Background: an optimization exercise with open tools, aiming at small area, a short achievable clock period and few clock cycles per item. Do not read the settings as production practice.
Function was checked by simulation only, so behaviour that the tests miss may differ from the original.

### flow/flow/run.sh
#!/bin/bash
# Own flow: the standard layout, except that
#  - synthesis maps the logic with an area-recovering ABC script (flow/abc_speed.script)
#    in place of ORFS's abc_speed.script; registers are mapped before ABC runs, so they
#    are the standard synthesis's;
#  - every input and output port still gets its own buffer, but a buf_1 (the smallest
#    buffer) in place of the clkdlybuf4s50_1 that buffer_ports picks by default.
set -euo pipefail
here=$(pwd)
rm -rf "$here/scripts_synth"
cp -r "$FLOW_HOME/scripts" "$here/scripts_synth"
cp "$here/flow/abc_speed.script" "$here/scripts_synth/abc_speed.script"
export BUFFER_PORTS_ARGS="-buffer_cell sky130_fd_sc_hd__buf_1"
SCRIPTS_DIR="$here/scripts_synth" bash standard.sh synth > "$here/synth.log" 2>&1
bash standard.sh > "$here/layout.log" 2>&1
test -f out/final.def
### flow/flow/abc_speed.script
strash
&get -n
&fraig -x
&put
scorr
dc2
strash
&get -n
&dch -f
&nf -R 1000
&put
buffer -c
topo
stime -c
dnsize -c
### flow/standard.sh
#!/bin/bash
# synth_recipe.tcl (not shown) runs the flow's synth.tcl, then flattens the netlist and writes it again
# the make line also repeats each setting of config.mk as NAME=value (left out here)
make -C /OpenROAD-flow-scripts/flow DESIGN_CONFIG=/design/flow/config.mk WORK_HOME=/design/flow/orfs CLKGATE_MAP_FILE= SYNTH_SCRIPT=/design/flow/synth_recipe.tcl "${@:-finish}"
### flow/config.mk
export PLATFORM = sky130hd
export DESIGN_NAME = decipher
export DESIGN_NICKNAME = decipher
export VERILOG_FILES = /design/flow/design.v
export SDC_FILE = /design/flow/constraint.sdc
export NUM_CORES = 4
export LEC_CHECK = 0
export CAP_MARGIN = 20
export CORE_MARGIN = 2
export CORE_UTILIZATION = 48
export CTS_BUF_LIST = sky130_fd_sc_hd__clkbuf_8
export SETUP_SLACK_MARGIN = 1.2
export SLEW_MARGIN = 20
### flow/constraint.sdc
create_clock -name core_clock -period 8.0 [get_ports {clk_in}]
set_input_delay 1.6000 -clock core_clock [delete_from_list [all_inputs] [get_ports {clk_in}]]
set_output_delay 1.6000 -clock core_clock [all_outputs]
set_load 0.01 [all_outputs]
### flow/design.v
`timescale 1ns / 1ps
`default_nettype none
function automatic [3:0] g4inv(input [3:0] x);
    case (x)
        4'd0: g4inv = 4'd0;
        4'd1: g4inv = 4'd1;
        4'd2: g4inv = 4'd9;
        4'd3: g4inv = 4'd14;
        4'd4: g4inv = 4'd13;
        4'd5: g4inv = 4'd11;
        4'd6: g4inv = 4'd7;
        4'd7: g4inv = 4'd6;
        4'd8: g4inv = 4'd15;
        4'd9: g4inv = 4'd2;
        4'd10: g4inv = 4'd12;
        4'd11: g4inv = 4'd5;
        4'd12: g4inv = 4'd10;
        4'd13: g4inv = 4'd4;
        4'd14: g4inv = 4'd3;
        4'd15: g4inv = 4'd8;
        default: g4inv = 4'd0;
    endcase
endfunction
function automatic [7:0] sbox(input [7:0] x);
    logic [125:0] t;
    begin
        t[0] = x[1] ^ x[7];
        t[1] = x[2] ^ x[3];
        t[2] = x[4] ^ x[5];
        t[3] = x[6] ^ t[0];
        t[4] = x[0] ^ t[1];
        t[5] = x[6] ^ t[2];
        t[6] = x[0] ^ x[5];
        t[7] = x[5] ^ t[1];
        t[8] = x[3] ^ t[3];
        t[9] = x[3] ^ x[6];
        t[10] = t[4] ^ t[5];
        t[11] = x[0] ^ x[2];
        t[12] = x[1] ^ x[5];
        t[13] = x[2] ^ x[5];
        t[14] = x[4] ^ x[6];
        t[15] = x[5] ^ x[7];
        t[16] = x[0] ^ t[2];
        t[17] = x[2] ^ t[0];
        t[18] = x[3] ^ t[2];
        t[19] = x[5] ^ t[0];
        t[20] = x[7] ^ t[1];
        t[21] = x[7] ^ t[2];
        t[22] = x[7] ^ t[9];
        t[23] = t[0] ^ t[2];
        t[24] = t[9] ^ t[12];
        t[25] = x[1] ^ t[5];
        t[26] = x[4] ^ t[3];
        t[27] = x[6] ^ t[4];
        t[28] = x[7] ^ t[7];
        t[29] = t[0] ^ t[7];
        t[30] = t[3] ^ t[6];
        t[31] = t[3] ^ t[13];
        t[32] = t[6] ^ t[17];
        t[33] = t[14] ^ t[20];
        t[34] = x[4] ^ t[8];
        t[35] = x[5] ^ t[8];
        t[36] = x[7] ^ t[10];
        t[37] = t[33] & t[6];
        t[38] = t[28] & t[7];
        t[39] = t[5] & t[4];
        t[40] = t[25] & t[3];
        t[41] = t[15] & t[8];
        t[42] = t[26] & x[3];
        t[43] = t[29] & t[30];
        t[44] = t[1] & t[31];
        t[45] = t[19] & t[11];
        t[46] = t[37] ^ t[38];
        t[47] = t[39] ^ t[42];
        t[48] = t[40] ^ t[44];
        t[49] = t[43] ^ t[46];
        t[50] = t[37] ^ t[44];
        t[51] = t[41] ^ t[16];
        t[52] = t[42] ^ t[18];
        t[53] = t[45] ^ t[22];
        t[54] = t[23] ^ t[47];
        t[55] = t[46] ^ t[48];
        t[56] = t[47] ^ t[48];
        t[57] = t[49] ^ t[52];
        t[58] = t[49] ^ t[53];
        t[59] = t[50] ^ t[54];
        t[60] = t[51] ^ t[55];
        t[61] = t[56] ^ t[58];
        {t[65], t[64], t[63], t[62]} = g4inv({t[61], t[57], t[59], t[60]});
        t[66] = t[62] ^ t[63];
        t[67] = t[64] ^ t[65];
        t[68] = t[62] ^ t[64];
        t[69] = t[63] ^ t[65];
        t[70] = t[66] ^ t[67];
        t[71] = t[33] & t[62];
        t[72] = t[28] & t[63];
        t[73] = t[5] & t[66];
        t[74] = t[25] & t[64];
        t[75] = t[15] & t[65];
        t[76] = t[26] & t[67];
        t[77] = t[29] & t[68];
        t[78] = t[1] & t[69];
        t[79] = t[19] & t[70];
        t[80] = t[36] & t[62];
        t[81] = x[7] & t[63];
        t[82] = t[10] & t[66];
        t[83] = t[21] & t[64];
        t[84] = t[24] & t[65];
        t[85] = t[34] & t[67];
        t[86] = t[27] & t[68];
        t[87] = t[35] & t[69];
        t[88] = t[32] & t[70];
        t[89] = t[75] ^ t[77];
        t[90] = t[71] ^ t[78];
        t[91] = t[80] ^ t[83];
        t[92] = t[84] ^ t[87];
        t[93] = t[79] ^ t[89];
        t[94] = t[90] ^ t[91];
        t[95] = t[82] ^ t[86];
        t[96] = t[81] ^ t[92];
        t[97] = t[86] ^ t[92];
        t[98] = t[93] ^ t[94];
        t[99] = t[72] ^ t[74];
        t[100] = t[73] ^ t[76];
        t[101] = t[74] ^ t[76];
        t[102] = t[75] ^ t[85];
        t[103] = t[80] ^ t[88];
        t[104] = t[81] ^ t[87];
        t[105] = t[83] ^ t[85];
        t[106] = t[78] ^ t[89];
        t[107] = t[84] ^ t[95];
        t[108] = t[88] ^ t[99];
        t[109] = t[90] ^ t[95];
        t[110] = t[91] ^ t[101];
        t[111] = t[93] ^ t[100];
        t[112] = t[93] ^ t[104];
        t[113] = t[94] ^ t[102];
        t[114] = t[96] ^ t[106];
        t[115] = t[97] ^ t[103];
        t[116] = t[97] ^ t[105];
        t[117] = t[96] ^ t[98];
        t[118] = t[98] ^ t[107];
        t[119] = t[108] ^ t[113];
        t[120] = t[109] ^ t[112];
        t[121] = t[110] ^ t[114];
        t[122] = ~t[117];
        t[123] = ~t[116];
        t[124] = ~t[120];
        t[125] = ~t[111];
        sbox = {t[119], t[125], t[124], t[118], t[121], t[115], t[123], t[122]};
    end
endfunction
function automatic [7:0] inv_sbox_add(input [7:0] x, input [7:0] k);
    logic [142:0] t;
    begin
        t[0] = x[4] ^ x[5];
        t[1] = x[1] ^ x[2];
        t[2] = x[0] ^ x[7];
        t[3] = x[3] ^ t[0];
        t[4] = x[4] ^ x[6];
        t[5] = x[7] ^ t[1];
        t[6] = x[6] ^ t[2];
        t[7] = t[0] ^ t[1];
        t[8] = x[1] ^ t[3];
        t[9] = x[0] ^ x[1];
        t[10] = x[0] ^ x[2];
        t[11] = x[2] ^ x[7];
        t[12] = x[3] ^ t[1];
        t[13] = x[0] ^ x[4];
        t[14] = x[0] ^ x[6];
        t[15] = x[5] ^ x[6];
        t[16] = x[1] ^ t[0];
        t[17] = x[1] ^ t[2];
        t[18] = x[1] ^ t[4];
        t[19] = x[2] ^ t[0];
        t[20] = x[3] ^ t[4];
        t[21] = x[3] ^ t[11];
        t[22] = x[4] ^ t[9];
        t[23] = x[5] ^ t[9];
        t[24] = x[5] ^ t[10];
        t[25] = t[0] ^ t[14];
        t[26] = t[1] ^ t[13];
        t[27] = t[2] ^ t[4];
        t[28] = t[11] ^ t[15];
        t[29] = x[2] ^ t[6];
        t[30] = x[6] ^ t[3];
        t[31] = x[6] ^ t[5];
        t[32] = t[0] ^ t[5];
        t[33] = t[2] ^ t[3];
        t[34] = t[2] ^ t[7];
        t[35] = t[2] ^ t[12];
        t[36] = t[3] ^ t[5];
        t[37] = t[4] ^ t[12];
        t[38] = t[6] ^ t[7];
        t[39] = t[10] ^ t[20];
        t[40] = x[6] ^ t[8];
        t[41] = t[6] ^ t[8];
        t[42] = ~t[5];
        t[43] = ~t[25];
        t[44] = ~t[3];
        t[45] = ~t[34];
        t[46] = ~t[0];
        t[47] = ~t[23];
        t[48] = ~x[1];
        t[49] = ~t[19];
        t[50] = ~t[40];
        t[51] = t[42] & t[46];
        t[52] = t[43] & t[47];
        t[53] = t[38] & t[22];
        t[54] = t[36] & t[16];
        t[55] = t[31] & t[26];
        t[56] = t[30] & t[24];
        t[57] = t[44] & t[48];
        t[58] = t[45] & t[49];
        t[59] = t[35] & t[7];
        t[60] = t[51] ^ t[52];
        t[61] = t[53] ^ t[56];
        t[62] = t[54] ^ t[58];
        t[63] = t[57] ^ t[60];
        t[64] = t[51] ^ t[58];
        t[65] = t[55] ^ t[50];
        t[66] = t[56] ^ t[41];
        t[67] = t[59] ^ t[37];
        t[68] = t[29] ^ t[61];
        t[69] = t[60] ^ t[62];
        t[70] = t[61] ^ t[62];
        t[71] = t[63] ^ t[66];
        t[72] = t[63] ^ t[67];
        t[73] = t[64] ^ t[68];
        t[74] = t[65] ^ t[69];
        t[75] = t[70] ^ t[72];
        {t[79], t[78], t[77], t[76]} = g4inv({t[75], t[71], t[73], t[74]});
        t[80] = t[76] ^ t[77];
        t[81] = t[78] ^ t[79];
        t[82] = t[76] ^ t[78];
        t[83] = t[77] ^ t[79];
        t[84] = t[80] ^ t[81];
        t[85] = t[42] & t[76];
        t[86] = t[43] & t[77];
        t[87] = t[38] & t[80];
        t[88] = t[36] & t[78];
        t[89] = t[31] & t[79];
        t[90] = t[30] & t[81];
        t[91] = t[44] & t[82];
        t[92] = t[45] & t[83];
        t[93] = t[35] & t[84];
        t[94] = t[32] & t[76];
        t[95] = t[18] & t[77];
        t[96] = t[28] & t[80];
        t[97] = t[21] & t[78];
        t[98] = t[27] & t[79];
        t[99] = t[39] & t[81];
        t[100] = t[8] & t[82];
        t[101] = t[17] & t[83];
        t[102] = t[33] & t[84];
        t[103] = t[88] ^ t[91];
        t[104] = t[96] ^ t[101];
        t[105] = t[86] ^ t[93];
        t[106] = t[94] ^ t[99];
        t[107] = t[103] ^ t[104];
        t[108] = t[85] ^ t[87];
        t[109] = t[90] ^ t[92];
        t[110] = t[95] ^ t[100];
        t[111] = t[97] ^ t[102];
        t[112] = t[105] ^ t[107];
        t[113] = t[87] ^ t[88];
        t[114] = t[89] ^ k[1];
        t[115] = t[89] ^ k[6];
        t[116] = t[92] ^ t[93];
        t[117] = t[95] ^ t[96];
        t[118] = t[97] ^ t[98];
        t[119] = t[99] ^ k[0];
        t[120] = k[2] ^ t[111];
        t[121] = k[3] ^ t[104];
        t[122] = k[4] ^ t[106];
        t[123] = k[5] ^ t[106];
        t[124] = k[7] ^ t[104];
        t[125] = t[103] ^ t[105];
        t[126] = t[103] ^ t[108];
        t[127] = t[106] ^ t[108];
        t[128] = t[109] ^ t[110];
        t[129] = t[110] ^ t[113];
        t[130] = t[117] ^ t[118];
        t[131] = t[107] ^ t[115];
        t[132] = t[109] ^ t[124];
        t[133] = t[111] ^ t[121];
        t[134] = t[114] ^ t[126];
        t[135] = t[116] ^ t[122];
        t[136] = t[119] ^ t[125];
        t[137] = t[112] ^ t[120];
        t[138] = t[112] ^ t[123];
        t[139] = t[127] ^ t[132];
        t[140] = t[128] ^ t[131];
        t[141] = t[129] ^ t[135];
        t[142] = t[130] ^ t[136];
        inv_sbox_add = {t[139], t[140], t[138], t[141], t[133], t[137], t[134], t[142]};
    end
endfunction
function automatic [31:0] inv_mix_col(input [7:0] a0, input [7:0] a1, input [7:0] a2, input [7:0] a3);
    logic [181:0] t;
    begin
        t[0] = a0[5] ^ a2[5];
        t[1] = a1[5] ^ a3[5];
        t[2] = a0[6] ^ a2[6];
        t[3] = a1[6] ^ a3[6];
        t[4] = a0[3] ^ a1[7];
        t[5] = a0[7] ^ a2[7];
        t[6] = a2[3] ^ a3[7];
        t[7] = a0[0] ^ a2[0];
        t[8] = a0[1] ^ a2[1];
        t[9] = a0[2] ^ a2[2];
        t[10] = a0[4] ^ a2[4];
        t[11] = a1[0] ^ a3[0];
        t[12] = a1[1] ^ a3[1];
        t[13] = a1[2] ^ a3[2];
        t[14] = a1[3] ^ a3[3];
        t[15] = a1[4] ^ a3[4];
        t[16] = a1[7] ^ a3[7];
        t[17] = a0[7] ^ a3[3];
        t[18] = a1[3] ^ a2[7];
        t[19] = a0[0] ^ a1[7];
        t[20] = a0[7] ^ a2[0];
        t[21] = a1[0] ^ a2[7];
        t[22] = a0[0] ^ a2[7];
        t[23] = a0[1] ^ a1[1];
        t[24] = a0[1] ^ a1[2];
        t[25] = a0[1] ^ a3[0];
        t[26] = a0[2] ^ a1[2];
        t[27] = a0[2] ^ a2[1];
        t[28] = a0[2] ^ a2[3];
        t[29] = a0[3] ^ a1[2];
        t[30] = a0[4] ^ a1[4];
        t[31] = a0[4] ^ a1[5];
        t[32] = a0[5] ^ a1[5];
        t[33] = a0[5] ^ a1[6];
        t[34] = a0[5] ^ a2[4];
        t[35] = a0[6] ^ a1[6];
        t[36] = a0[6] ^ a1[7];
        t[37] = a0[6] ^ a2[5];
        t[38] = a0[7] ^ a1[0];
        t[39] = a0[7] ^ a1[1];
        t[40] = a0[7] ^ a2[2];
        t[41] = a0[7] ^ a2[6];
        t[42] = a1[1] ^ a2[1];
        t[43] = a1[4] ^ a2[4];
        t[44] = a1[5] ^ a2[5];
        t[45] = a1[6] ^ a2[6];
        t[46] = a1[7] ^ a2[7];
        t[47] = a2[0] ^ a3[1];
        t[48] = t[0] ^ t[1];
        t[49] = t[2] ^ t[3];
        t[50] = t[2] ^ t[8];
        t[51] = t[3] ^ t[12];
        t[52] = t[4] ^ t[6];
        t[53] = t[5] ^ t[14];
        t[54] = t[7] ^ t[11];
        t[55] = t[9] ^ t[13];
        t[56] = t[10] ^ t[15];
        t[57] = a3[2] ^ t[4];
        t[58] = t[0] ^ t[16];
        t[59] = t[1] ^ t[5];
        t[60] = t[2] ^ t[11];
        t[61] = t[2] ^ t[15];
        t[62] = t[3] ^ t[7];
        t[63] = t[3] ^ t[10];
        t[64] = t[5] ^ t[9];
        t[65] = t[6] ^ t[17];
        t[66] = t[7] ^ t[13];
        t[67] = t[8] ^ t[9];
        t[68] = t[10] ^ t[12];
        t[69] = a0[4] ^ t[15];
        t[70] = a1[4] ^ t[4];
        t[71] = a1[7] ^ t[20];
        t[72] = a2[1] ^ t[19];
        t[73] = a2[2] ^ t[16];
        t[74] = a2[2] ^ t[29];
        t[75] = a2[4] ^ t[4];
        t[76] = a2[5] ^ t[1];
        t[77] = a2[6] ^ t[32];
        t[78] = a2[7] ^ t[6];
        t[79] = a2[7] ^ t[35];
        t[80] = a3[0] ^ t[19];
        t[81] = a3[0] ^ t[46];
        t[82] = a3[1] ^ t[11];
        t[83] = a3[1] ^ t[16];
        t[84] = a3[2] ^ t[11];
        t[85] = a3[4] ^ t[0];
        t[86] = a3[4] ^ t[1];
        t[87] = a3[4] ^ t[6];
        t[88] = a3[5] ^ t[0];
        t[89] = a3[5] ^ t[33];
        t[90] = a3[5] ^ t[37];
        t[91] = a3[6] ^ t[36];
        t[92] = a3[6] ^ t[41];
        t[93] = a3[6] ^ t[44];
        t[94] = a3[7] ^ t[20];
        t[95] = a3[7] ^ t[21];
        t[96] = a3[7] ^ t[22];
        t[97] = a3[7] ^ t[38];
        t[98] = a3[7] ^ t[45];
        t[99] = t[13] ^ t[17];
        t[100] = t[13] ^ t[18];
        t[101] = t[14] ^ t[26];
        t[102] = t[14] ^ t[40];
        t[103] = t[15] ^ t[18];
        t[104] = t[18] ^ t[28];
        t[105] = t[48] ^ t[50];
        t[106] = t[48] ^ t[51];
        t[107] = t[49] ^ t[55];
        t[108] = t[52] ^ t[53];
        t[109] = t[48] ^ t[60];
        t[110] = t[48] ^ t[62];
        t[111] = t[49] ^ t[64];
        t[112] = t[49] ^ t[66];
        t[113] = t[54] ^ t[57];
        t[114] = t[56] ^ t[58];
        t[115] = t[56] ^ t[59];
        t[116] = t[21] ^ t[72];
        t[117] = t[23] ^ t[73];
        t[118] = t[24] ^ t[82];
        t[119] = t[25] ^ t[94];
        t[120] = t[27] ^ t[83];
        t[121] = t[30] ^ t[52];
        t[122] = t[31] ^ t[53];
        t[123] = t[34] ^ t[52];
        t[124] = t[39] ^ t[80];
        t[125] = t[42] ^ t[84];
        t[126] = t[43] ^ t[53];
        t[127] = t[47] ^ t[95];
        t[128] = t[54] ^ t[65];
        t[129] = t[54] ^ t[78];
        t[130] = t[61] ^ t[89];
        t[131] = t[61] ^ t[93];
        t[132] = t[63] ^ t[77];
        t[133] = t[63] ^ t[90];
        t[134] = t[65] ^ t[67];
        t[135] = t[67] ^ t[75];
        t[136] = t[68] ^ t[70];
        t[137] = t[68] ^ t[87];
        t[138] = t[69] ^ t[106];
        t[139] = t[71] ^ t[109];
        t[140] = t[74] ^ t[106];
        t[141] = t[76] ^ t[107];
        t[142] = t[79] ^ t[114];
        t[143] = t[81] ^ t[110];
        t[144] = t[85] ^ t[107];
        t[145] = t[86] ^ t[107];
        t[146] = t[88] ^ t[107];
        t[147] = t[91] ^ t[115];
        t[148] = t[92] ^ t[114];
        t[149] = t[96] ^ t[109];
        t[150] = t[97] ^ t[110];
        t[151] = t[98] ^ t[115];
        t[152] = t[99] ^ t[105];
        t[153] = t[100] ^ t[105];
        t[154] = t[101] ^ t[105];
        t[155] = t[102] ^ t[105];
        t[156] = t[103] ^ t[106];
        t[157] = t[104] ^ t[106];
        t[158] = t[105] ^ t[124];
        t[159] = t[105] ^ t[127];
        t[160] = t[106] ^ t[116];
        t[161] = t[106] ^ t[119];
        t[162] = t[108] ^ t[130];
        t[163] = t[108] ^ t[131];
        t[164] = t[108] ^ t[132];
        t[165] = t[108] ^ t[133];
        t[166] = t[111] ^ t[118];
        t[167] = t[111] ^ t[125];
        t[168] = t[112] ^ t[117];
        t[169] = t[112] ^ t[120];
        t[170] = t[113] ^ t[155];
        t[171] = t[113] ^ t[157];
        t[172] = t[121] ^ t[141];
        t[173] = t[122] ^ t[144];
        t[174] = t[123] ^ t[145];
        t[175] = t[126] ^ t[146];
        t[176] = t[128] ^ t[140];
        t[177] = t[129] ^ t[154];
        t[178] = t[134] ^ t[138];
        t[179] = t[135] ^ t[156];
        t[180] = t[136] ^ t[152];
        t[181] = t[137] ^ t[153];
        inv_mix_col = {{t[142], t[164], t[172], t[179], t[177], t[168], t[160], t[139]}, {t[151], t[163], t[175], t[181], t[176], t[167], t[159], t[143]}, {t[148], t[165], t[174], t[178], t[170], t[169], t[161], t[149]}, {t[147], t[162], t[173], t[180], t[171], t[166], t[158], t[150]}};
    end
endfunction
function automatic [7:0] xtime(input [7:0] a);
    xtime = {a[6:0], 1'b0} ^ (8'h1b & {8{a[7]}});
endfunction
function automatic [7:0] inv_xtime(input [7:0] a);
    inv_xtime = {1'b0, a[7:1]} ^ (8'h8d & {8{a[0]}});
endfunction
function automatic [127:0] key_step(input [127:0] k, input [31:0] sw, input [7:0] rc);
    logic [7:0] w;
    begin
        for (int r = 0; r < 4; r++) begin
            w = k[127 - 8 * (4 * r) -: 8] ^ sw[31 - 8 * r -: 8] ^ (r == 0 ? rc : 8'h00);
            key_step[127 - 8 * (4 * r + 0) -: 8] = w;
            for (int c = 1; c < 4; c++) begin
                w = w ^ k[127 - 8 * (4 * r + c) -: 8];
                key_step[127 - 8 * (4 * r + c) -: 8] = w;
            end
        end
    end
endfunction
module decipher(
    input wire clk_in,
    input wire rst_in,
    input wire start,
    input wire [127:0] block_in,
    input wire [127:0] key_in,
    output logic [127:0] deciphered_block,
    output logic decipher_complete
);
    logic [127:0] state;     
    logic [127:0] key;       
    logic [31:0] sw;         
    logic [3:0] idx;         
    logic [7:0] rc;          
    logic busy;              
    logic back;              
    logic last;              
    logic mixsel;            
    logic [127:0] kfwd;      
    logic [31:0] sx;         
    logic [31:0] so;         
    logic [127:0] krev;      
    always_comb begin
        kfwd = key_step(key, sw, rc);
        for (int r = 0; r < 4; r++) begin
            if (!busy)
                sx[31 - 8 * r -: 8] = key_in[127 - 8 * (4 * ((r + 1) % 4) + 3) -: 8];
            else if (!back)
                sx[31 - 8 * r -: 8] = kfwd[127 - 8 * (4 * ((r + 1) % 4) + 3) -: 8];
            else
                sx[31 - 8 * r -: 8] = key[127 - 8 * (4 * ((r + 1) % 4) + 3) -: 8]
                                    ^ key[127 - 8 * (4 * ((r + 1) % 4) + 2) -: 8];
            so[31 - 8 * r -: 8] = sbox(sx[31 - 8 * r -: 8]);
        end
        for (int r = 0; r < 4; r++) begin
            for (int c = 1; c < 4; c++)
                krev[127 - 8 * (4 * r + c) -: 8] = key[127 - 8 * (4 * r + c) -: 8] ^ key[127 - 8 * (4 * r + c - 1) -: 8];
            krev[127 - 8 * (4 * r) -: 8] = key[127 - 8 * (4 * r) -: 8] ^ so[31 - 8 * r -: 8]
                                          ^ (r == 0 ? rc : 8'h00);
        end
    end
    logic [127:0] k10_pre;
    always_comb begin
        logic [7:0] w;
        for (int r = 0; r < 4; r++) begin
            w = (r == 0) ? 8'h36 : 8'h00;
            for (int c = 0; c < 4; c++) begin
                w = w ^ kfwd[127 - 8 * (4 * r + c) -: 8];
                k10_pre[127 - 8 * (4 * r + c) -: 8] = state[127 - 8 * (4 * r + c) -: 8] ^ w;
            end
        end
    end
    logic [127:0] sub;       
    logic [127:0] mixed;
    always_comb begin
        for (int r = 0; r < 4; r++)
            for (int c = 0; c < 4; c++)
                sub[127 - 8 * (4 * r + c) -: 8] = inv_sbox_add(state[127 - 8 * (4 * r + (c + 4 - r) % 4) -: 8],
                                                               key[127 - 8 * (4 * r + c) -: 8]);
        for (int c = 0; c < 4; c++)
            {mixed[127 - 8 * (4 * 0 + c) -: 8], mixed[127 - 8 * (4 * 1 + c) -: 8],
             mixed[127 - 8 * (4 * 2 + c) -: 8], mixed[127 - 8 * (4 * 3 + c) -: 8]} =
                inv_mix_col(sub[127 - 8 * (4 * 0 + c) -: 8], sub[127 - 8 * (4 * 1 + c) -: 8],
                            sub[127 - 8 * (4 * 2 + c) -: 8], sub[127 - 8 * (4 * 3 + c) -: 8]);
    end
    logic [127:0] rotated;
    logic [127:0] state_rest;
    logic [127:0] state_next;
    always_comb begin
        for (int r = 0; r < 4; r++)
            for (int c = 0; c < 4; c++)
                rotated[127 - 8 * (4 * r + c) -: 8] = state[127 - 8 * (4 * r + (c + 1) % 4) -: 8];
        if (!busy)
            state_rest = block_in;
        else if (back)
            state_rest = sub;
        else if (idx == 4'd8)
            state_rest = k10_pre ^ {{4{so[31:24]}}, {4{so[23:16]}}, {4{so[15:8]}}, {4{so[7:0]}}};
        else
            state_rest = rotated;
        state_next = mixsel ? mixed : state_rest;
    end
    assign deciphered_block = state;
    always_ff @(posedge clk_in) begin
        sw <= so;
        if (!busy)
            rc <= 8'h01;
        else if (back)
            rc <= inv_xtime(rc);
        else if (idx != 4'd8)
            rc <= xtime(rc);
        if (!busy)
            key <= key_in;
        else if (!back)
            key <= kfwd;
        else
            key <= krev;
        state <= state_next;
        if (rst_in) begin
            busy <= 1'b0;
            mixsel <= 1'b0;
            decipher_complete <= 1'b0;
        end else begin
            mixsel <= busy & (back ? (idx != 4'd1 && !last) : idx == 4'd8);
            decipher_complete <= 1'b0;
            if (!busy) begin
                if (start) begin
                    busy <= 1'b1;
                    back <= 1'b0;
                    last <= 1'b0;
                    idx <= 4'd0;
                end
            end else if (back) begin
                idx <= idx - 4'd1;
                last <= idx == 4'd1;
                if (last) begin
                    busy <= 1'b0;
                    decipher_complete <= 1'b1;
                end
            end else begin
                idx <= idx + 4'd1;
                if (idx == 4'd8)
                    back <= 1'b1;
            end
        end
    end
endmodule
`default_nettype wire
==> summary.txt, run 1 <==
Crit path arrival time=~7.3 ns; Syn Area/Cell=7.72 um2; Mapped Area=approximately 48000 um2; cell row count=116; vias in the first global route=44554; RePlAce Congestion=1.09; Slowest-stage cell, CP=o21ai_0; Final Hold Vio Count=0; post-synthesis sequential area ratio=around 13%; Worst setup EP type=flip-flop; DR pass1 iterations=10; DP Wirelength=between 150000 and 200000 um; die area=103000 um2; CP most frequent cell=xnor2_1; number of DRC markers in iteration 0=6269; Synth Warn #=1; routed wire length=between 200000 and 250000 um; worst setup path category=reg -> reg; max cap viols=0; Main synth FF type=dfxtp_1; synth-to-layout area growth=22.8%; cell taking the most area after synthesis=xnor2_1; HP Start=last$_SDFFCE_PN0P_; Worst Setup Start Kind=flip-flop; layout cells sized above 1=16.7%; Starting Density=about 48%; clock latency (worst-skew pair)=0.77 ns; max incr delay on CP=~0.58 ns; initial antenna violation count=7; Async SR Flop Fraction=0%; first-pass GRT wire length=between 300000 and 400000 um; CP bufs+invs=4; share of the clock period used by the worst path=83.1%; GRT Overall Usage=between 40 and 50%; Syn Nets=6634; clock sinks=305; Reg2Reg Setup Slack=1.35 ns; Slew Limit Fails=0; number of flops mapped to enable cells by yosys=6; CTS Buffer Depth=3; largest net degree at the start of global routing=72; CP startpoint=state[61]$_DFF_P_; WL/cell=26.5 um; Placed Cells=8078; critical path data required time=8.62 ns; reg2reg path depth=26; CP Max Fanout=6; setup TNS=0 ns; Hold Path Class=reg -> reg; Post-Syn Instances=6225; Clk pin slew, worst setup/hold paths=0.06 ns; CP delay by family, top=XOR/XNOR gates; Final ANT Viol Nets=0; hold endpoint=busy$_SDFF_PP0_; CTS tree=yes; Reg2Reg Launch Point=state[61]$_DFF_P_; synthesized flop and latch total=roughly 310; core footprint=99700 um2; GR Overflow Total=0; count of cell types in the netlist=62; Die Ht=approximately 320 um; Die Wd=320 um; DRC viols=0; Finished Core Util=59.2%; via count=between 40000 and 50000; Hold Slack=roughly 0.47 ns; synth top area cells=xnor2_1 39%, xor2_1 16%, dfxtp_1 12%; FMAX=0.150 GHz; clock root buffer master=clkbuf_8; Ports=around 390; Setup violations, final=0; Slew @ Worst Pin=roughly 1.1 ns; NumNets Final=7331; status=no timing/DRC/antenna violations; Via-to-Cell Ratio=5.75; H-tree depth=2; CTS hold repair buffers=0; Period minus WS final=6.65 ns; total CTS buffers=60; # port buffers=387; fin cells=a little over 8000; WHS Path Cells=1; top-area cell type share of the netlist area=39.0%; reg2reg end=state[9]$_DFF_P_; Rel. slew slack=between 20 and 30%; RSZ-0062 raised after global routing=true; setup skew after layout=0.0549 ns
[cell usage after synthesis (3+ instances only)]
master / number
a211oi_1: 62
a21o_1: 23
a21oi_1: 363
a221o_1: 36
a221oi_1: 30
a222oi_1: 8
a22o_1: 4
a22oi_1: 19
a31oi_1: 15
and2_1: 40
buf_1: 28
buf_2: 6
clkbuf_1: 293
dfxtp_1: 299
edfxtp_1: 6
ha_1: 150
inv_1: 135
maj3_1: 4
mux2_2: 5
mux2i_1: 26
nand2_1: 505
nand2b_1: 44
nand3_1: 22
nor2_1: 488
nor2b_1: 47
nor3_1: 19
o2111a_1: 3
o211ai_1: 10
o21a_1: 4
o21ai_0: 291
o21ai_1: 21
o221a_2: 6
o221ai_1: 8
o22a_1: 36
o22ai_1: 45
o311ai_0: 4
o31ai_1: 15
o32ai_1: 41
or2_2: 17
xnor2_1: 2139
xor2_1: 877
[worst max path at each step]
stage,to,cells past startpoint
final,state[9]$_DFF_P_,26
after CTS,state[92]$_DFF_P_,30
after floorplan,state[37]$_DFF_P_,23
after global routing,state[113]$_DFF_P_,31
after detailed placement,state[44]$_DFF_P_,23
after global placement,state[8]$_DFF_P_,22
[cell type report]
cell class,instances,area (um2)
antenna,4,10.0
tap,1298,1620
fill,9233,40700
clock inverter,37,170
timing repair buffer,963,5910
multi-input combinational,5455,43500
clock buffer,77,1060
sequential,305,6220
inverter,137,519
[sequential cells by signal (all words and copies together) (netlist names)]
register,cells
back,1
decipher_complete,1
idx,4
rc,8
sw,32
last,1
mixsel,1
busy,1
key,128
state,128
[cell families (layout without fill, tap and decap cells)]
logic type / Yosys count / count (layout) / synth area share, %
multiplexers: 33 / 33 / 0.752
adder cells (fa/ha/maj): 154 / 154 / 3.99
AO/OA/AOI/OAI: 1058 / 1058 / 13.5
buffers and inverters: 465 / 1214 / 3.66
flip-flops: 305 / 305 / 12.8
AND/OR/NAND/NOR: 1194 / 1194 / 10.3
XOR/XNOR: 3016 / 3016 / 55.0
other: 0 / 4 / 0
[cell usage in the layout, fill, tap and decap left out, types with 22 or more instances in the layout]
cell type / count
xnor2_1: 1904
xor2_1: 767
buf_4: 563
nand2_1: 504
nor2_1: 482
buf_1: 387
a21oi_1: 333
o21ai_0: 274
dfxtp_1: 260
xnor2_2: 211
inv_1: 154
ha_1: 150
xor2_2: 98
clkbuf_8: 77
a211oi_1: 60
nor2b_1: 46
o22ai_1: 44
nand2b_1: 43
o32ai_1: 40
and2_1: 39
o22a_1: 36
a221o_1: 36
dfxtp_2: 35
a21oi_2: 27
a221oi_1: 27
o21ai_1: 25
mux2i_1: 25
xnor2_4: 24
a21o_1: 23
nand3_1: 22
[through the flow]
stage | worst slack (ns) | instance area [um2]
finish | 1.35 | 59000
global route | 1.01 | 59000
CTS | 1.21 | 56200
detailed placement | 0.344 | 53700
global placement | 0.311 | 53700
floorplan | 1.23 | 48100
[layer usage]
layer / vias to the layer above / global-route usage (%) / part of all wire, %
met3: 723 / 13.0 / 13
met1: 22491 / 52.8 / 40
li1: 21462 / - / -
met5: - / 0.804 / 0.017
met4: 4 / 24.6 / 7.1
met2: 2880 / 57.9 / 40
[repair_timing]
| item | CTS | global route |
|---|---|---|
| setup endpoints to repair | 148 | 156 |
| endpoints found under the hold margin | 0 | 0 |
| resized for setup | 177 | 340 |
| setup buffers | 7 | 71 |
| pin swaps | 10 | 69 |
| gates cloned | 0 | 2 |
Testbench counts, summed over its fixed seeds: cycles 5,376, blocks 256.
==> inputs of run 2 (changes only) <==
--- a/flow/design.v
+++ b/flow/design.v
@@ -297,191 +297,185 @@
     end
 endfunction
 function automatic [31:0] inv_mix_col(input [7:0] a0, input [7:0] a1, input [7:0] a2, input [7:0] a3);
-    logic [181:0] t;
+    logic [175:0] t;
     begin
         t[0] = a0[5] ^ a2[5];
         t[1] = a1[5] ^ a3[5];
-        t[2] = a0[6] ^ a2[6];
-        t[3] = a1[6] ^ a3[6];
-        t[4] = a0[3] ^ a1[7];
-        t[5] = a0[7] ^ a2[7];
+        t[2] = a1[6] ^ a3[6];
+        t[3] = a0[6] ^ a2[6];
+        t[4] = a0[7] ^ a3[3];
+        t[5] = a0[3] ^ a1[7];
         t[6] = a2[3] ^ a3[7];
-        t[7] = a0[0] ^ a2[0];
-        t[8] = a0[1] ^ a2[1];
-        t[9] = a0[2] ^ a2[2];
-        t[10] = a0[4] ^ a2[4];
-        t[11] = a1[0] ^ a3[0];
-        t[12] = a1[1] ^ a3[1];
-        t[13] = a1[2] ^ a3[2];
-        t[14] = a1[3] ^ a3[3];
-        t[15] = a1[4] ^ a3[4];
+        t[7] = a1[3] ^ a2[7];
+        t[8] = a1[1] ^ a3[1];
+        t[9] = a1[2] ^ a3[2];
+        t[10] = a0[2] ^ a2[2];
+        t[11] = a1[4] ^ a3[4];
+        t[12] = a0[1] ^ a2[1];
+        t[13] = a0[0] ^ a2[0];
+        t[14] = a0[4] ^ a2[4];
+        t[15] = a1[0] ^ a3[0];
         t[16] = a1[7] ^ a3[7];
-        t[17] = a0[7] ^ a3[3];
-        t[18] = a1[3] ^ a2[7];
-        t[19] = a0[0] ^ a1[7];
+        t[17] = a0[7] ^ a2[7];
+        t[18] = a1[0] ^ a2[7];
+        t[19] = a1[7] ^ a3[0];
         t[20] = a0[7] ^ a2[0];
-        t[21] = a1[0] ^ a2[7];
-        t[22] = a0[0] ^ a2[7];
-        t[23] = a0[1] ^ a1[1];
-        t[24] = a0[1] ^ a1[2];
-        t[25] = a0[1] ^ a3[0];
-        t[26] = a0[2] ^ a1[2];
+        t[21] = a0[3] ^ a2[2];
+        t[22] = a1[4] ^ a3[5];
+        t[23] = a0[6] ^ a2[7];
+        t[24] = a0[5] ^ a1[6];
+        t[25] = a0[2] ^ a1[2];
+        t[26] = a1[3] ^ a3[2];
         t[27] = a0[2] ^ a2[1];
-        t[28] = a0[2] ^ a2[3];
-        t[29] = a0[3] ^ a1[2];
-        t[30] = a0[4] ^ a1[4];
-        t[31] = a0[4] ^ a1[5];
-        t[32] = a0[5] ^ a1[5];
-        t[33] = a0[5] ^ a1[6];
-        t[34] = a0[5] ^ a2[4];
-        t[35] = a0[6] ^ a1[6];
-        t[36] = a0[6] ^ a1[7];
-        t[37] = a0[6] ^ a2[5];
-        t[38] = a0[7] ^ a1[0];
-        t[39] = a0[7] ^ a1[1];
-        t[40] = a0[7] ^ a2[2];
-        t[41] = a0[7] ^ a2[6];
-        t[42] = a1[1] ^ a2[1];
-        t[43] = a1[4] ^ a2[4];
-        t[44] = a1[5] ^ a2[5];
-        t[45] = a1[6] ^ a2[6];
-        t[46] = a1[7] ^ a2[7];
-        t[47] = a2[0] ^ a3[1];
-        t[48] = t[0] ^ t[1];
-        t[49] = t[2] ^ t[3];
-        t[50] = t[2] ^ t[8];
-        t[51] = t[3] ^ t[12];
-        t[52] = t[4] ^ t[6];
-        t[53] = t[5] ^ t[14];
-        t[54] = t[7] ^ t[11];
-        t[55] = t[9] ^ t[13];
-        t[56] = t[10] ^ t[15];
-        t[57] = a3[2] ^ t[4];
-        t[58] = t[0] ^ t[16];
-        t[59] = t[1] ^ t[5];
-        t[60] = t[2] ^ t[11];
-        t[61] = t[2] ^ t[15];
-        t[62] = t[3] ^ t[7];
-        t[63] = t[3] ^ t[10];
-        t[64] = t[5] ^ t[9];
-        t[65] = t[6] ^ t[17];
-        t[66] = t[7] ^ t[13];
-        t[67] = t[8] ^ t[9];
-        t[68] = t[10] ^ t[12];
-        t[69] = a0[4] ^ t[15];
-        t[70] = a1[4] ^ t[4];
-        t[71] = a1[7] ^ t[20];
-        t[72] = a2[1] ^ t[19];
-        t[73] = a2[2] ^ t[16];
-        t[74] = a2[2] ^ t[29];
-        t[75] = a2[4] ^ t[4];
-        t[76] = a2[5] ^ t[1];
-        t[77] = a2[6] ^ t[32];
-        t[78] = a2[7] ^ t[6];
-        t[79] = a2[7] ^ t[35];
-        t[80] = a3[0] ^ t[19];
-        t[81] = a3[0] ^ t[46];
-        t[82] = a3[1] ^ t[11];
-        t[83] = a3[1] ^ t[16];
-        t[84] = a3[2] ^ t[11];
-        t[85] = a3[4] ^ t[0];
-        t[86] = a3[4] ^ t[1];
-        t[87] = a3[4] ^ t[6];
-        t[88] = a3[5] ^ t[0];
-        t[89] = a3[5] ^ t[33];
-        t[90] = a3[5] ^ t[37];
-        t[91] = a3[6] ^ t[36];
-        t[92] = a3[6] ^ t[41];
-        t[93] = a3[6] ^ t[44];
-        t[94] = a3[7] ^ t[20];
-        t[95] = a3[7] ^ t[21];
-        t[96] = a3[7] ^ t[22];
-        t[97] = a3[7] ^ t[38];
-        t[98] = a3[7] ^ t[45];
-        t[99] = t[13] ^ t[17];
-        t[100] = t[13] ^ t[18];
-        t[101] = t[14] ^ t[26];
-        t[102] = t[14] ^ t[40];
-        t[103] = t[15] ^ t[18];
-        t[104] = t[18] ^ t[28];
-        t[105] = t[48] ^ t[50];
-        t[106] = t[48] ^ t[51];
-        t[107] = t[49] ^ t[55];
-        t[108] = t[52] ^ t[53];
-        t[109] = t[48] ^ t[60];
-        t[110] = t[48] ^ t[62];
-        t[111] = t[49] ^ t[64];
-        t[112] = t[49] ^ t[66];
-        t[113] = t[54] ^ t[57];
-        t[114] = t[56] ^ t[58];
-        t[115] = t[56] ^ t[59];
-        t[116] = t[21] ^ t[72];
-        t[117] = t[23] ^ t[73];
-        t[118] = t[24] ^ t[82];
-        t[119] = t[25] ^ t[94];
-        t[120] = t[27] ^ t[83];
-        t[121] = t[30] ^ t[52];
-        t[122] = t[31] ^ t[53];
-        t[123] = t[34] ^ t[52];
-        t[124] = t[39] ^ t[80];
-        t[125] = t[42] ^ t[84];
-        t[126] = t[43] ^ t[53];
-        t[127] = t[47] ^ t[95];
-        t[128] = t[54] ^ t[65];
-        t[129] = t[54] ^ t[78];
-        t[130] = t[61] ^ t[89];
-        t[131] = t[61] ^ t[93];
-        t[132] = t[63] ^ t[77];
-        t[133] = t[63] ^ t[90];
-        t[134] = t[65] ^ t[67];
-        t[135] = t[67] ^ t[75];
-        t[136] = t[68] ^ t[70];
-        t[137] = t[68] ^ t[87];
-        t[138] = t[69] ^ t[106];
-        t[139] = t[71] ^ t[109];
-        t[140] = t[74] ^ t[106];
-        t[141] = t[76] ^ t[107];
-        t[142] = t[79] ^ t[114];
-        t[143] = t[81] ^ t[110];
-        t[144] = t[85] ^ t[107];
-        t[145] = t[86] ^ t[107];
-        t[146] = t[88] ^ t[107];
-        t[147] = t[91] ^ t[115];
-        t[148] = t[92] ^ t[114];
-        t[149] = t[96] ^ t[109];
-        t[150] = t[97] ^ t[110];
-        t[151] = t[98] ^ t[115];
-        t[152] = t[99] ^ t[105];
-        t[153] = t[100] ^ t[105];
-        t[154] = t[101] ^ t[105];
-        t[155] = t[102] ^ t[105];
-        t[156] = t[103] ^ t[106];
-        t[157] = t[104] ^ t[106];
-        t[158] = t[105] ^ t[124];
-        t[159] = t[105] ^ t[127];
-        t[160] = t[106] ^ t[116];
-        t[161] = t[106] ^ t[119];
-        t[162] = t[108] ^ t[130];
-        t[163] = t[108] ^ t[131];
-        t[164] = t[108] ^ t[132];
-        t[165] = t[108] ^ t[133];
-        t[166] = t[111] ^ t[118];
-        t[167] = t[111] ^ t[125];
-        t[168] = t[112] ^ t[117];
-        t[169] = t[112] ^ t[120];
-        t[170] = t[113] ^ t[155];
-        t[171] = t[113] ^ t[157];
-        t[172] = t[121] ^ t[141];
-        t[173] = t[122] ^ t[144];
-        t[174] = t[123] ^ t[145];
-        t[175] = t[126] ^ t[146];
-        t[176] = t[128] ^ t[140];
-        t[177] = t[129] ^ t[154];
-        t[178] = t[134] ^ t[138];
-        t[179] = t[135] ^ t[156];
-        t[180] = t[136] ^ t[152];
-        t[181] = t[137] ^ t[153];
-        inv_mix_col = {{t[142], t[164], t[172], t[179], t[177], t[168], t[160], t[139]}, {t[151], t[163], t[175], t[181], t[176], t[167], t[159], t[143]}, {t[148], t[165], t[174], t[178], t[170], t[169], t[161], t[149]}, {t[147], t[162], t[173], t[180], t[171], t[166], t[158], t[150]}};
+        t[28] = a1[2] ^ a3[1];
+        t[29] = a0[4] ^ a1[5];
+        t[30] = a1[1] ^ a2[1];
+        t[31] = a0[2] ^ a3[2];
+        t[32] = a0[7] ^ a3[7];
+        t[33] = a0[1] ^ a3[0];
+        t[34] = a0[0] ^ a2[7];
+        t[35] = a0[6] ^ a2[5];
+        t[36] = a0[5] ^ a3[4];
+        t[37] = a0[4] ^ a1[4];
+        t[38] = a0[1] ^ a2[2];
+        t[39] = a0[5] ^ a1[5];
+        t[40] = a2[5] ^ a3[6];
+        t[41] = a2[6] ^ a3[6];
+        t[42] = a2[0] ^ a3[1];
+        t[43] = a1[7] ^ a3[6];
+        t[44] = a1[6] ^ a2[6];
+        t[45] = a0[0] ^ a0[7];
+        t[46] = a1[7] ^ a2[1];
+        t[47] = t[0] ^ t[1];
+        t[48] = t[3] ^ t[9];
+        t[49] = t[2] ^ t[10];
+        t[50] = t[2] ^ t[13];
+        t[51] = t[6] ^ t[7];
+        t[52] = t[3] ^ t[15];
+        t[53] = t[4] ^ t[5];
+        t[54] = t[11] ^ t[14];
+        t[55] = t[8] ^ t[12];
+        t[56] = t[3] ^ t[12];
+        t[57] = t[8] ^ t[15];
+        t[58] = t[4] ^ t[6];
+        t[59] = t[0] ^ t[7];
+        t[60] = t[5] ^ t[6];
+        t[61] = t[2] ^ t[14];
+        t[62] = t[5] ^ t[7];
+        t[63] = t[3] ^ t[11];
+        t[64] = t[0] ^ t[16];
+        t[65] = t[12] ^ t[13];
+        t[66] = t[1] ^ t[17];
+        t[67] = t[2] ^ t[8];
+        t[68] = a2[4] ^ t[11];
+        t[69] = t[17] ^ t[30];
+        t[70] = t[4] ^ t[29];
+        t[71] = a3[3] ^ t[25];
+        t[72] = a1[1] ^ t[19];
+        t[73] = a0[0] ^ t[18];
+        t[74] = a1[7] ^ t[20];
+        t[75] = a2[5] ^ t[37];
+        t[76] = a1[4] ^ t[14];
+        t[77] = a2[4] ^ t[36];
+        t[78] = t[16] ^ t[27];
+        t[79] = a0[1] ^ t[17];
+        t[80] = a1[1] ^ t[16];
+        t[81] = a0[4] ^ t[11];
+        t[82] = a3[7] ^ t[42];
+        t[83] = a2[4] ^ t[22];
+        t[84] = a3[7] ^ t[44];
+        t[85] = a1[6] ^ t[23];
+        t[86] = a1[0] ^ t[32];
+        t[87] = a0[6] ^ t[43];
+        t[88] = a3[5] ^ t[35];
+        t[89] = a3[7] ^ t[34];
+        t[90] = a2[3] ^ t[31];
+        t[91] = a3[7] ^ t[33];
+        t[92] = a3[4] ^ t[14];
+        t[93] = a1[2] ^ t[21];
+        t[94] = a3[5] ^ t[24];
+        t[95] = a0[7] ^ t[41];
+        t[96] = a2[7] ^ t[19];
+        t[97] = a2[6] ^ t[39];
+        t[98] = a2[2] ^ t[26];
+        t[99] = a1[5] ^ t[40];
+        t[100] = t[47] ^ t[50];
+        t[101] = t[51] ^ t[53];
+        t[102] = t[47] ^ t[52];
+        t[103] = t[47] ^ t[55];
+        t[104] = t[48] ^ t[49];
+        t[105] = t[49] ^ t[52];
+        t[106] = t[54] ^ t[66];
+        t[107] = t[1] ^ t[60];
+        t[108] = t[47] ^ t[56];
+        t[109] = t[47] ^ t[67];
+        t[110] = t[54] ^ t[64];
+        t[111] = t[48] ^ t[50];
+        t[112] = t[18] ^ t[82];
+        t[113] = t[59] ^ t[83];
+        t[114] = t[46] ^ t[73];
+        t[115] = a3[4] ^ t[59];
+        t[116] = t[51] ^ t[92];
+        t[117] = t[62] ^ t[68];
+        t[118] = t[61] ^ t[97];
+        t[119] = t[38] ^ t[80];
+        t[120] = t[65] ^ t[71];
+        t[121] = t[61] ^ t[88];
+        t[122] = t[62] ^ t[90];
+        t[123] = t[28] ^ t[79];
+        t[124] = t[57] ^ t[93];
+        t[125] = t[58] ^ t[81];
+        t[126] = t[45] ^ t[72];
+        t[127] = t[48] ^ t[53];
+        t[128] = a3[2] ^ t[69];
+        t[129] = t[65] ^ t[98];
+        t[130] = t[63] ^ t[94];
+        t[131] = a3[1] ^ t[78];
+        t[132] = t[20] ^ t[91];
+        t[133] = t[63] ^ t[99];
+        t[134] = t[49] ^ t[103];
+        t[135] = t[104] ^ t[107];
+        t[136] = t[100] ^ t[124];
+        t[137] = t[53] ^ t[102];
+        t[138] = t[76] ^ t[127];
+        t[139] = t[89] ^ t[102];
+        t[140] = t[101] ^ t[118];
+        t[141] = t[57] ^ t[100];
+        t[142] = t[109] ^ t[132];
+        t[143] = t[103] ^ t[116];
+        t[144] = t[105] ^ t[128];
+        t[145] = t[51] ^ t[102];
+        t[146] = t[85] ^ t[110];
+        t[147] = t[70] ^ t[115];
+        t[148] = t[4] ^ t[113];
+        t[149] = t[108] ^ t[112];
+        t[150] = t[101] ^ t[121];
+        t[151] = t[105] ^ t[123];
+        t[152] = t[95] ^ t[110];
+        t[153] = t[111] ^ t[119];
+        t[154] = t[86] ^ t[100];
+        t[155] = t[111] ^ t[131];
+        t[156] = t[108] ^ t[126];
+        t[157] = t[96] ^ t[100];
+        t[158] = t[84] ^ t[106];
+        t[159] = t[74] ^ t[102];
+        t[160] = t[109] ^ t[114];
+        t[161] = t[101] ^ t[130];
+        t[162] = t[101] ^ t[133];
+        t[163] = t[87] ^ t[106];
+        t[164] = t[104] ^ t[147];
+        t[165] = t[117] ^ t[134];
+        t[166] = t[129] ^ t[137];
+        t[167] = t[103] ^ t[138];
+        t[168] = t[58] ^ t[136];
+        t[169] = t[104] ^ t[148];
+        t[170] = t[75] ^ t[135];
+        t[171] = t[122] ^ t[141];
+        t[172] = t[120] ^ t[145];
+        t[173] = t[77] ^ t[135];
+        t[174] = t[125] ^ t[134];
+        t[175] = t[48] ^ t[143];
+        inv_mix_col = {{t[146], t[140], t[170], t[165], t[172], t[153], t[160], t[159]}, {t[158], t[162], t[169], t[175], t[168], t[144], t[149], t[157]}, {t[152], t[150], t[173], t[174], t[166], t[155], t[142], t[139]}, {t[163], t[161], t[164], t[167], t[171], t[151], t[156], t[154]}};
     end
 endfunction
 function automatic [7:0] xtime(input [7:0] a);
@@ -546,12 +540,17 @@
     end
     logic [127:0] k10_pre;
     always_comb begin
-        logic [7:0] w;
+        logic [7:0] p;
         for (int r = 0; r < 4; r++) begin
-            w = (r == 0) ? 8'h36 : 8'h00;
             for (int c = 0; c < 4; c++) begin
-                w = w ^ kfwd[127 - 8 * (4 * r + c) -: 8];
-                k10_pre[127 - 8 * (4 * r + c) -: 8] = state[127 - 8 * (4 * r + c) -: 8] ^ w;
+                case (c)
+                    0: p = kfwd[127 - 8 * (4 * r) -: 8];
+                    1: p = key[127 - 8 * (4 * r + 1) -: 8];
+                    2: p = kfwd[127 - 8 * (4 * r) -: 8] ^ key[127 - 8 * (4 * r + 2) -: 8];
+                    default: p = key[127 - 8 * (4 * r + 1) -: 8] ^ key[127 - 8 * (4 * r + 3) -: 8];
+                endcase
+                k10_pre[127 - 8 * (4 * r + c) -: 8] = state[127 - 8 * (4 * r + c) -: 8] ^ p
+                                                     ^ ((r == 0) ? 8'h36 : 8'h00);
             end
         end
     end
--- a/flow/config.mk
+++ b/flow/config.mk
@@ -7,7 +7,7 @@
 export LEC_CHECK = 0
 export CAP_MARGIN = 20
 export CORE_MARGIN = 2
-export CORE_UTILIZATION = 48
+export CORE_UTILIZATION = 45
 export CTS_BUF_LIST = sky130_fd_sc_hd__clkbuf_8
-export SETUP_SLACK_MARGIN = 1.2
+export SETUP_SLACK_MARGIN = 1.3
 export SLEW_MARGIN = 20
==> summary.txt, run 2 <==
status=no timing/DRC/antenna violations; share of the clock period used by the worst path=between 80 and 90%; CP Max Fanout=5; largest net degree at the start of global routing=103; vias in the first global route=around 45000; GR Overflow Total=0; fillcell total=9876; setup skew after layout=0.0347 ns; Async SR Flop Fraction=0%; main combinational cell family by area after synthesis=XOR/XNOR gates; most frequent cells in the layout=1825 x xnor2_1, 730 x xor2_1, 576 x buf_4; Syn Nets=6675; Worst Setup Start Kind=flip-flop; register area=6240 um2; biggest registers after layout=key x128, state x128, sw x32; Clk pin slew, worst setup/hold paths=around 0.060 ns; clock sinks=around 310; Mapped Area=48000 um2; RSZ-0062 raised after global routing=true; Starting Density=between 40% and 50%; count of cell types in the netlist=59; compound-cell area share of the yosys netlist=about an eighth; routed wire length=228000 um; Die Ht=approximately 330 um; layout cells sized above 1=around a fifth; critical path data required time=8.57 ns; synthesized flop and latch total=305; Post-Syn Instances=6265; Synth Warn #=1; initial antenna violation count=12; Period minus WS final=6.58 ns; WHS Path Cells=1; NumNets Final=7397; GRT Overall Usage=39.5%; clock root buffer master=clkbuf_8; top-area cell type share of the netlist area=38.5%; Worst setup EP type=flip-flop; leading cell type in the layout, fill and taps excluded=xnor2_1; reg2reg path depth=26; Syn Area/Cell=7.66 um2; Reg2Reg Setup Slack=1.42 ns; number of DRC markers in iteration 0=between 5000 and 6000; die area=109000 um2; Post-Synth Simple-Gate Area=11.2%; Crit path arrival time=7.15 ns; count leader, synth=xnor2_1; Slew @ Worst Pin=0.920 ns; DP Wirelength=~180000 um; CTS Buffer Depth=3; mux share of post-synthesis cell area=1.41%; XOR/XNOR Fraction of Synth Area=between 50 and 60%; multi-input logic area=44300 um2; core footprint=106000 um2; first-pass GRT wire length=315000 um; post-synthesis adder-cell area fraction=roughly 4.0%; Slew Limit Fails=0; cell taking the most area after synthesis=xnor2_1; synth top area cells=xnor2_1 38%, xor2_1 15%, dfxtp_1 12%; via count=roughly 48000; CTS tree=yes; Reg2Reg Launch Point=state[82]$_DFF_P_; Finished Core Util=57.2%; Hold Path Class=reg -> reg; # port buffers=between 300 and 400; number of flops mapped to enable cells by yosys=6; top cells by count, synth=2110 x xnor2_1, 844 x xor2_1, 560 x nand2_1; total CTS buffers=roughly 60; setup TNS=0 ns; post-synthesis sequential area ratio=between 10 and 15%; Main synth FF type=dfxtp_1; DR pass1 iterations=8; DRC viols=0; WL/cell=27.0 um; cell row count=approximately 120; worst setup path category=reg -> reg; Final Hold Vio Count=0; Ports=a little under 400; Rel. slew slack=38.7%; synth-to-layout area growth=25.9%; max cap viols=0; H-tree depth=2; RePlAce Congestion=1.06; Final ANT Viol Nets=0; FMAX=~0.15 GHz; Die Wd=331 um; Setup violations, final=0; Via-to-Cell Ratio=5.71; CP startpoint=state[82]$_DFF_P_; clock latency (worst-skew pair)=0.76 ns; HP Start=last$_SDFFCE_PN0P_
run 2: logic make-up after synthesis:
logic type,after synthesis
AO/OA/AOI/OAI,1024
flip-flops,305
buffers and inverters,464
multiplexers,59
AND/OR/NAND/NOR,1307
XOR/XNOR,2954
adder cells (fa/ha/maj),152
run 2: final cells by class:
class                           count  share of cell area [%]
Timing Repair Buffer              982                    10.1
Sequential cell                   305                    10.3
Antenna cell                        3                  0.0124
Clock buffer                       83                    1.89
Clock inverter                     32                   0.551
Inverter                          141                   0.884
Tap cell                         1391                    2.88
Multi-Input combinational cell   5496                    73.3
run 2: final timing paths:
kind                         to
max          state[108]$_DFF_P_
min             busy$_SDFF_PP0_
max reg2reg  state[108]$_DFF_P_
min reg2reg     busy$_SDFF_PP0_
run 2: worst max-delay path, cell delays in order, from the launching register on:
cell     delay [ns]
dfxtp_1        0.34
xor2_1         0.16
buf_4          0.20
xor2_1         0.28
inv_1          0.20
ha_1           0.27
xor2_1         0.18
xnor2_1        0.16
xnor2_1        0.17
xnor2_2        0.32
inv_1          0.15
ha_1           0.23
mux4_2         0.57
xnor2_2        0.28
nor2_1         0.15
xnor2_2        0.34
xor2_2         0.26
xor2_2         0.34
xnor2_1        0.23
xnor2_2        0.35
xnor2_2        0.20
buf_4          0.25
xnor2_2        0.12
xnor2_2        0.27
nand2_1        0.09
nand2_1        0.14
o32ai_1        0.12
run 2: timing repair:
action	in CTS	in global routing
gates cloned	0	3
hold buffers	0	0
resized for setup	261	416
setup endpoints to repair	165	159
pin swaps	15	95
buffers inserted	15	117
run 2: layer usage:
layer | global-route usage (%) | vias to the layer above | part of all wire, %
li1 | - | 21625 | -
met1 | 51.5 | 22880 | 39
met2 | 58.6 | 2920 | 42
met3 | 10.2 | 711 | 12
met4 | 23.1 | 14 | 7.2
met5 | 0 | - | 0.044
run 2: per-stage QoR:
step                      std cells  hold slack (ns)  worst slack (ns)  instance area, um2
final                          8433            0.488              1.42               60400
after global routing           8432            0.533              1.17               60400
after CTS                      8310            0.484              1.24               56900
after detailed placement       8180            0.475            -0.110               53600
after global placement         8180            0.471            0.0544               53600
after floorplan                6265            0.448              1.33               48100
Testbench counts of run 2, summed over its fixed seeds: cycles 5,376, blocks 256.
==> inputs of run 3 (changes only) <==
--- a/flow/config.mk
+++ b/flow/config.mk
@@ -7,7 +7,7 @@
 export LEC_CHECK = 0
 export CAP_MARGIN = 20
 export CORE_MARGIN = 2
-export CORE_UTILIZATION = 45
+export CORE_UTILIZATION = 50
 export CTS_BUF_LIST = sky130_fd_sc_hd__clkbuf_8
 export SETUP_SLACK_MARGIN = 1.3
 export SLEW_MARGIN = 20
==> summary.txt, run 3 <==
initial antenna violation count=7; compound-cell area share of the yosys netlist=13.1%; Placed Cells=around 8100; main combinational cell family by area after synthesis=XOR/XNOR gates; RePlAce Congestion=1.08; Slowest-stage cell, CP=dfxtp_4; Ports=388; Hold Path Class=reg -> reg; setup skew after layout=0.0640 ns; max cap viols=0; most frequent cells in the layout=1826 x xnor2_1, 731 x xor2_1, 628 x buf_4; core footprint=95000 um2; pre-CTS setup slack=-0.0627 ns; vias in the first global route=about 45000; GR Overflow Total=0; worst setup path category=reg -> reg; RSZ-0062 raised after global routing=false; Rel. slew slack=32.0%; synth-to-layout area growth=26.3%; CTS tree=yes; fin cells=8361; CTS hold repair buffers=0; Via-to-Cell Ratio=roughly 5.8; # port buffers=387; clock latency (worst-skew pair)=roughly 0.74 ns; Die Wd=314 um; share of the clock period used by the worst path=83.7%; NumNets Final=7457; Hold Slack=0.485 ns; WL/cell=between 20 and 30 um; Async SR Flop Fraction=0%; Starting Density=50.5%; largest net degree at the start of global routing=around 150; count leader, synth=xnor2_1; Final ANT Viol Nets=0; critical path data required time=8.53 ns; total CTS buffers=66; top cells by count, synth=2110 x xnor2_1, 844 x xor2_1, 560 x nand2_1; H-tree depth=3; Main synth FF type=dfxtp_1; Slew @ Worst Pin=1.02 ns; top-area cell type share of the netlist area=38.5%; GRT Overall Usage=43.3%; Slew Limit Fails=0; DP Wirelength=178000 um; Setup violations, final=0; Worst Setup Start Kind=flip-flop; via count=slightly below 50000; layout cells sized above 1=19.1%; DR pass1 iterations=8; Worst setup EP type=flip-flop; number of flops mapped to enable cells by yosys=6; XOR/XNOR Fraction of Synth Area=53.9%; max incr delay on CP=0.36 ns; post-synthesis sequential area ratio=12.8%; CP Max Fanout=5; mux share of post-synthesis cell area=1.41%; Post-Synth Simple-Gate Area=11.2%; DRC viols=0; Syn Nets=6675; synthesized flop and latch total=around 310; Clk pin slew, worst setup/hold paths=0.06 ns; Period minus WS final=6.70 ns; count of cell types in the netlist=59; Synth Warn #=1; status=no timing/DRC/antenna violations; Syn Area/Cell=7.66 um2; routed wire length=between 200000 and 250000 um; number of DRC markers in iteration 0=6070; synth top area cells=xnor2_1 38%, xor2_1 15%, dfxtp_1 12%; setup TNS=0 ns; Die Ht=314 um; CTS Buffer Depth=3; cell row count=113; first-pass GRT wire length=313000 um; clock sinks=between 300 and 400; CP most frequent cell=xnor2_2; Mapped Area=48000 um2; leading cell type in the layout, fill and taps excluded=xnor2_1; post-synthesis adder-cell area fraction=3.96%; Reg2Reg Setup Slack=1.30 ns; Post-Syn Instances=6265; biggest registers after layout=key x128, state x128, sw x32; die area=98500 um2; Final Hold Vio Count=0; FMAX=0.149 GHz; clock root buffer master=clkbuf_8; Setup WS post-layout=1.30 ns; cell taking the most area after synthesis=xnor2_1; Crit path arrival time=7.23 ns
## run 3: changes by cell type in the layout (fill, tap and decap cells not counted), sizes merged
cell,before,now
bufinv,7,3
xnor2,2110,2111
inv,149,158
diode,3,2
bufbuf,0,1
clkbuf,85,83
clkdlybuf4s15,0,1
buf,980,1032
clkinv,14,11
## run 3: final timing paths
check	end	start	depth (start not counted)
max	state[0]$_DFF_P_	key[121]$_DFF_P_	35
min	busy$_SDFF_PP0_	last$_SDFFCE_PN0P_	1
max reg2reg	state[0]$_DFF_P_	key[121]$_DFF_P_	35
min reg2reg	busy$_SDFF_PP0_	last$_SDFFCE_PN0P_	1
## run 3: layout make-up
class                   count  area, um2
well taps                1265       1580
clock inverters            34        245
clock buffers              81       1110
diodes                      2       5.00
repair buffers           1036       6540
flip-flops and latches    305       6240
multi-input cells        5497      44400
inverters                 141        534
fillers                  8619      34300
## run 3: routing by layer
metal / track usage (%) / wire length [um] / vias to the layer above / share of wire, %
met2: 63.5 / 93300 / 2981 / 41
met4: 23.3 / 15700 / 4 / 7.0
met1: 57.7 / 88400 / 23043 / 39
met5: 0 / 25 / - / 0.011
li1: - / - / 21736 / -
met3: 11.5 / 28800 / 704 / 13
## run 3: critical path, delay by kind of cell, from the launching register on
family,cells,cell delay [ns]
XOR/XNOR,15,3.16
AO/OA/AOI/OAI,7,1.05
AND/OR/NAND/NOR,7,0.90
buffers and inverters,5,0.81
flip-flops,1,0.36
adder cells (fa/ha/maj),1,0.19
## run 3: cells by family (layout without fill, tap and decap cells)
group,Yosys count,after routing
buffers and inverters,464,1292
adder cells (fa/ha/maj),152,152
flip-flops,305,305
AO/OA/AOI/OAI,1024,1024
XOR/XNOR,2954,2955
multiplexers,59,59
other,0,2
AND/OR/NAND/NOR,1307,1307
## run 3: timing repair
item,in CTS,in global routing
gates cloned,2,3
gates resized for setup,267,399
pin swaps,19,103
endpoints found under the setup margin,155,154
buffers inserted,25,121
## run 3: through the flow
stage	utilization, %	area, um2
after global routing	63.8	60700
after detailed placement	56.6	53700
after CTS	60.2	57200
after global placement	56.5	53700
final	63.8	60700
after floorplan	-	48100

port drivers added, routing unchanged:
Ports are ideal in the flow. The routed layouts listed here were re-timed in OpenROAD. Step 1 sets driving cells, clkbuf_16 on the clock port and buf_2 on the other inputs (assumed; they add their load-dependent delay and slew). Step 2 adds t to the input delays and takes it off the output delays; t is the mean of the earliest and latest rising clock arrival at the registers after step 1. Input paths then give back, and output paths get back, about the clock's delay inside the block. Three values: no drivers, after step 1, after step 2; two values: the first two.
run | shift t [ns] | slack for setup (ns) | worst slew at a driven data input, ns
run 1 | 0.809 | 1.350 / 1.350 / 1.067 | 0.10
run 2 | 0.811 | 1.424 / 1.424 / 1.135 | 0.09
run 3 | 0.773 | 1.303 / 1.303 / 1.097 | 0.08
After both steps setup and hold are still met in every run listed. The setup slack of run 2, which loses most, moves by 0.000 ns with the drivers and by -0.289 ns with both steps.
